This is an optimization exercise on Yosys and OpenROAD, whose aim is small area, a short achievable clock period and few clock cycles per item, not a production implementation.
Function was checked by simulation only, so behaviour that the tests miss may differ from the original.
Power and IR drop assume default switching activity.

==> flow/design.v <==
`timescale 1ns / 1ps
module medfilter2
(
  CLK,
  RSTn,
  Start_sig,
  Done_sig,
  Data_out,
  Rom_addr,
  Rom_data
);
  input CLK;
  input RSTn;
  input Start_sig;
  output Done_sig;
  output [7:0] Data_out;
  output [17:0] Rom_addr;
  input [7:0] Rom_data;
  reg       st1;       
  reg       start_d;
  reg       run;
  reg [1:0] ph;        
  reg       z;         
  reg       first;     
  reg [8:0] rowA;
  reg [8:0] colA;
  reg       zq;        
  reg       done;
  wire start = st1 & ~start_d;
  always @(posedge CLK or negedge RSTn)
    if (!RSTn) begin
      st1     <= 1'b0;
      start_d <= 1'b0;
    end else begin
      st1     <= Start_sig;
      start_d <= st1;
    end
  reg       eor;       
  wire [8:0] row_inc2 = {rowA[8:1] + 8'd1, rowA[0]};
  wire [8:0] row_dec1 = rowA - 9'd1;
  always @(posedge CLK or negedge RSTn)
    if (!RSTn) begin
      run  <= 1'b0;
      done <= 1'b0;
    end else begin
      if (start)
        run <= 1'b1;
      done <= run & ~start & ph[1] & ~first & ~(~z & colA == 9'd3);
    end
  always @(posedge CLK)
    if (start) begin
      ph    <= 2'd0;
      z     <= 1'b1;
      first <= 1'b1;
      rowA  <= 9'd511;
      colA  <= 9'd0;
      zq    <= 1'b1;
      eor   <= 1'b0;
    end else begin
      ph  <= {ph[0], ~ph[1] & ~ph[0]};
      eor <= ~z & (colA == 9'd511);
      if (ph[1]) begin
        z    <= eor;
        if (!eor)
          rowA <= row_dec1;
        if (!z)
          colA <= colA + 9'd1;
      end else if (ph[0])
        rowA <= row_dec1;
      else
        rowA <= row_inc2;
      zq   <= z | (ph == 2'd0 && rowA == 9'd511) | (ph[0] && rowA == 9'd0);
      if (ph[1] && !z && colA == 9'd2)
        first <= 1'b0;
    end
  assign Rom_addr = {rowA, colA};
  assign Done_sig = done;
  wire g0 = (ph == 2'd0);
  wire g1 = (ph == 2'd1);
  wire g2 = (ph == 2'd2);
  reg [7:0] s0, s1, s2, s3, s4, s5, s6, s7, s8, s9, s10, s11;
  reg [7:0] r0n, r1n, r2n, r3n;    
  reg [7:0] dout;
  wire swa = (g0 | g1) & gt8(s1, s0);
  wire swb = g2 & gt8(s3, s2);
  reg q_bc, q_ac, x1, x2, x3;
  wire gab = x3;
  wire gac = q_ac;
  wire gbc = q_bc;
  wire oa = g1 ? (gab & gac)   : g2 ? (gab ^ gac)    : (~gab & ~gac);
  wire ob = g1 ? (~gab & gbc)  : g2 ? ~(gab ^ gbc)   : (gab & ~gbc);
  wire oc = g1 ? (~gac & ~gbc) : g2 ? (gac ^ gbc)    : (gac & gbc);
  wire [7:0] op3n = ~(({8{oa}} & s11) | ({8{ob}} & s8) | ({8{oc}} & s5));
  reg f1, f1d, f2;
  wire fab = f1d;
  wire fac = f2;
  wire fbc = f1;
  wire [7:0] fmed = ~(({8{fab ^ fac}} & r3n) | ({8{~(fab ^ fbc)}} & r2n) | ({8{fac ^ fbc}} & r1n));
  function gt8;
    input [7:0] a, b;
    reg [7:0] g, p;
    reg [3:0] g2, p2;
    reg [1:0] g4, p4;
    integer i;
    begin
      g = a & ~b;
      p = a | ~b;
      for (i = 0; i < 4; i = i + 1) begin
        g2[i] = g[2*i+1] | p[2*i+1] & g[2*i];
        p2[i] = p[2*i+1] & p[2*i];
      end
      for (i = 0; i < 2; i = i + 1) begin
        g4[i] = g2[2*i+1] | p2[2*i+1] & g2[2*i];
        p4[i] = p2[2*i+1] & p2[2*i];
      end
      gt8 = g4[1] | p4[1] & g4[0];
    end
  endfunction
  always @(posedge CLK) begin
    s0  <= Rom_data & {8{~zq}};
    s1  <= swa ? s1 : s0;
    s2  <= swa ? s0 : s1;
    s3  <= swb ? s3 : s2;
    s4  <= swb ? s2 : s3;
    s5  <= s4;
    s6  <= s5;
    s7  <= s6;
    s8  <= s7;
    s9  <= s8;
    s10 <= s9;
    s11 <= s10;
    q_bc <= gt8(s7, s4);
    q_ac <= gt8(s10, s4);
    x1  <= q_bc;
    x2  <= x1;
    x3  <= x2;
    r0n <= op3n;
    r1n <= r0n;
    r2n <= r1n;
    r3n <= r2n;
    f1  <= gt8(r0n, r1n);
    f2  <= gt8(r0n, r2n);
    f1d <= f1;
    dout <= fmed;
  end
  assign Data_out = dout;
endmodule
Settings: LEC_CHECK=0, CAP_MARGIN=20, CORE_MARGIN=2, CORE_UTILIZATION=40, CTS_BUF_LIST=sky130_fd_sc_hd__clkbuf_8, SETUP_SLACK_MARGIN=3.3, SLEW_MARGIN=20; clock period 5.5 ns.
standard.sh (not shown) runs the stock make flow with config.mk's settings and CLKGATE_MAP_FILE= SYNTH_SCRIPT=/design/flow/synth_recipe.tcl, a recipe that flattens the netlist after the stock synthesis.
==> flow/flow/run.sh <==
#!/bin/bash
# The standard layout (standard.sh), with the port buffers that the
# placement step inserts made the library's smallest buffer instead of a
# delay cell; timing repair resizes them where needed.
export BUFFER_PORTS_ARGS="-buffer_cell sky130_fd_sc_hd__buf_1"
bash standard.sh > standard.log 2>&1
Testbench counts at the start, summed over its fixed seeds: cycles 2,363,949, items 786,432.
Next try:
--- a/flow/design.v
+++ b/flow/design.v
@@ -36,8 +36,9 @@
       start_d <= st1;
     end
   reg       eor;       
-  wire [8:0] row_inc2 = {rowA[8:1] + 8'd1, rowA[0]};
+  wire [8:0] row_inc  = rowA + 9'd1;
   wire [8:0] row_dec1 = rowA - 9'd1;
+  wire [8:0] row_dec2 = {rowA[8:1] - 8'd1, rowA[0]};
   always @(posedge CLK or negedge RSTn)
     if (!RSTn) begin
       run  <= 1'b0;
@@ -61,15 +62,12 @@
       eor <= ~z & (colA == 9'd511);
       if (ph[1]) begin
         z    <= eor;
-        if (!eor)
-          rowA <= row_dec1;
+        rowA <= eor ? row_dec1 : row_dec2;
         if (!z)
           colA <= colA + 9'd1;
-      end else if (ph[0])
-        rowA <= row_dec1;
-      else
-        rowA <= row_inc2;
-      zq   <= z | (ph == 2'd0 && rowA == 9'd511) | (ph[0] && rowA == 9'd0);
+      end else
+        rowA <= row_inc;
+      zq   <= z | (ph == 2'd0 && rowA == 9'd511) | (ph[1] && rowA == 9'd0);
       if (ph[1] && !z && colA == 9'd2)
         first <= 1'b0;
     end
Effect: Power went up slightly; non-clock buffer count went down by 6; global-route usage stays flat; worst setup slack got worse by 6.3 ps; via count went up slightly.
Testbench counts after the change, summed over its fixed seeds: cycles 2,363,949, items 786,432.

* * *

Setup of v6:
// medfilter2: RTL as listed in full above, without the edits since
Settings: LEC_CHECK=0, CAP_MARGIN=20, CORE_MARGIN=2, CORE_UTILIZATION=40, CTS_BUF_LIST=sky130_fd_sc_hd__clkbuf_8, SETUP_SLACK_MARGIN=3.3, SLEW_MARGIN=20; clock period 5.5 ns.
==> flow/flow/run.sh <==
#!/bin/bash
# The standard layout (standard.sh) with two changes:
# - the port buffers that placement inserts are the library's smallest
#   buffer instead of a delay cell; timing repair resizes them where needed;
# - clock tree synthesis does not add dummy loads to the clock nets.
export BUFFER_PORTS_ARGS="-buffer_cell sky130_fd_sc_hd__buf_1"
export CTS_ARGS="-sink_clustering_enable -repair_clock_nets -buf_list sky130_fd_sc_hd__clkbuf_8 -dont_use_dummy_load"
bash standard.sh > standard.log 2>&1
Testbench counts of v6, summed over its fixed seeds: cycles 2,363,949, items 786,432.
For v7, these inputs were changed with respect to v6:
-- flow/design.v --
<<< v6, line 46
      if (start)
        run <= 1'b1;
      done <= run & ~start & ph[1] & ~first & ~(~z & colA == 9'd3);
    end
  always @(posedge CLK)
>>> v7, line 46
      if (start)
        run <= 1'b1;
      done <= run & ~start & ph[0] & ~first & ~(~z & colA == 9'd3);
    end
  always @(posedge CLK)
<<< v6, line 71
        rowA <= row_inc2;
      zq   <= z | (ph == 2'd0 && rowA == 9'd511) | (ph[0] && rowA == 9'd0);
      if (ph[1] && !z && colA == 9'd2)
        first <= 1'b0;
    end
>>> v7, line 71
        rowA <= row_inc2;
      zq   <= z | (ph == 2'd0 && rowA == 9'd511) | (ph[0] && rowA == 9'd0);
      if (ph[0] && !z && colA == 9'd2)
        first <= 1'b0;
    end
<<< v6, line 79
  wire g1 = (ph == 2'd1);
  wire g2 = (ph == 2'd2);
  reg [7:0] s0, s1, s2, s3, s4, s5, s6, s7, s8, s9, s10, s11;
  reg [7:0] r0n, r1n, r2n, r3n;    
  reg [7:0] dout;
  wire swa = (g0 | g1) & gt8(s1, s0);
  wire swb = g2 & gt8(s3, s2);
  reg q_bc, q_ac, x1, x2, x3;
  wire gab = x3;
  wire gac = q_ac;
  wire gbc = q_bc;
  wire oa = g1 ? (gab & gac)   : g2 ? (gab ^ gac)    : (~gab & ~gac);
  wire ob = g1 ? (~gab & gbc)  : g2 ? ~(gab ^ gbc)   : (gab & ~gbc);
  wire oc = g1 ? (~gac & ~gbc) : g2 ? (gac ^ gbc)    : (gac & gbc);
  wire [7:0] op3n = ~(({8{oa}} & s11) | ({8{ob}} & s8) | ({8{oc}} & s5));
  reg f1, f1d, f2;
  wire fab = f1d;
>>> v7, line 79
  wire g1 = (ph == 2'd1);
  wire g2 = (ph == 2'd2);
  reg [7:0] s0, s1, s2, s3, s4, s5, s6, s7, s8, s9, s10;
  reg [7:0] r0n, r1n, r2n, r3n;    
  reg [7:0] dout;
  wire cA = gt8(s1, s0);
  wire cB = gt8(s2, s0);
  wire hold1 = (g0 | g1) & cA;
  reg q_bc, q_ac, x1, x2, x3;
  wire gab = x3;
  wire gac = q_ac;
  wire gbc = q_bc;
  wire oa = g0 ? (gab & gac)   : g1 ? (gab ^ gac)    : (~gab & ~gac);
  wire ob = g0 ? (~gab & gbc)  : g1 ? ~(gab ^ gbc)   : (gab & ~gbc);
  wire oc = g0 ? (~gac & ~gbc) : g1 ? (gac ^ gbc)    : (gac & gbc);
  wire [7:0] op3n = ~(({8{oa}} & s10) | ({8{ob}} & s7) | ({8{oc}} & s4));
  reg f1, f1d, f2;
  wire fab = f1d;
<<< v6, line 119
  always @(posedge CLK) begin
    s0  <= Rom_data & {8{~zq}};
    s1  <= swa ? s1 : s0;
    s2  <= swa ? s0 : s1;
    s3  <= swb ? s3 : s2;
    s4  <= swb ? s2 : s3;
    s5  <= s4;
    s6  <= s5;
>>> v7, line 120
  always @(posedge CLK) begin
    s0  <= Rom_data & {8{~zq}};
    s1  <= hold1 ? s1 : s0;
    s2  <= g2 ? s1 :
           g0 ? (cA ? s0 : s1) :
           (cB ? s2 : (cA ? s0 : s1));
    s3  <= (g1 & cB) ? s0 : s2;
    s4  <= s3;
    s5  <= s4;
    s6  <= s5;
<<< v6, line 129
    s9  <= s8;
    s10 <= s9;
    s11 <= s10;
    q_bc <= gt8(s7, s4);
    q_ac <= gt8(s10, s4);
    x1  <= q_bc;
    x2  <= x1;
>>> v7, line 132
    s9  <= s8;
    s10 <= s9;
    q_bc <= gt8(s6, s3);
    q_ac <= gt8(s9, s3);
    x1  <= q_bc;
    x2  <= x1;
Findings:
sky130_fd_sc_hd__dfxtp_2 as the cell with the biggest individual delay on the critical path was reported by v7, and sky130_fd_sc_hd__dfxtp_1 by v6.
Number of nets at the end of the flow delta for v7 relative to v6: 26 lower
Compare v6 and v7 | sequential share of layout area lower: v7
Delta (v7 minus v6): area share of buffers outside the clock network now sits lower, final core area utilization now sits lower, synthesized area now sits lower, tightest hold margin now sits higher, later-pin clock latency in the skew report now sits at about the same level.
v7 ends up with a power per standard cell area that is about 0.35% higher than in v6.
Testbench counts of v7, summed over its fixed seeds: cycles 2,363,946, items 786,432.

[port drivers added, routing unchanged]
In the flow no input, the clock included, has a driving cell. The finished layouts below were timed again as built, in two steps. Step 1 assumes that a clkbuf_16 drives the clock port and a buf_2 every other input. Step 2 times the ports against the registers' clock, not the clock port: input delays grow and output delays shrink by t, the midpoint of the rising clock arrivals with the driver on. a / b / c = ideal / step 1 / step 2; a / b = the first two.
run | t (ns) | slack for setup (ns) | hold WS [ns]
the first run of note 1 | 0.473 | 3.366 / 3.329 / 3.495 | 0.327 / 0.327 / 0.327
the second run of note 1 | 0.490 | 3.359 / 3.322 / 3.410 | 0.328 / 0.328 / 0.328
v6 | 0.460 | 3.381 / 3.346 / 3.479 | 0.311 / 0.311 / 0.311
v7 | 0.459 | 3.387 / 3.353 / 3.432 | 0.316 / 0.316 / 0.316
After both steps setup and hold are still met in every run listed.
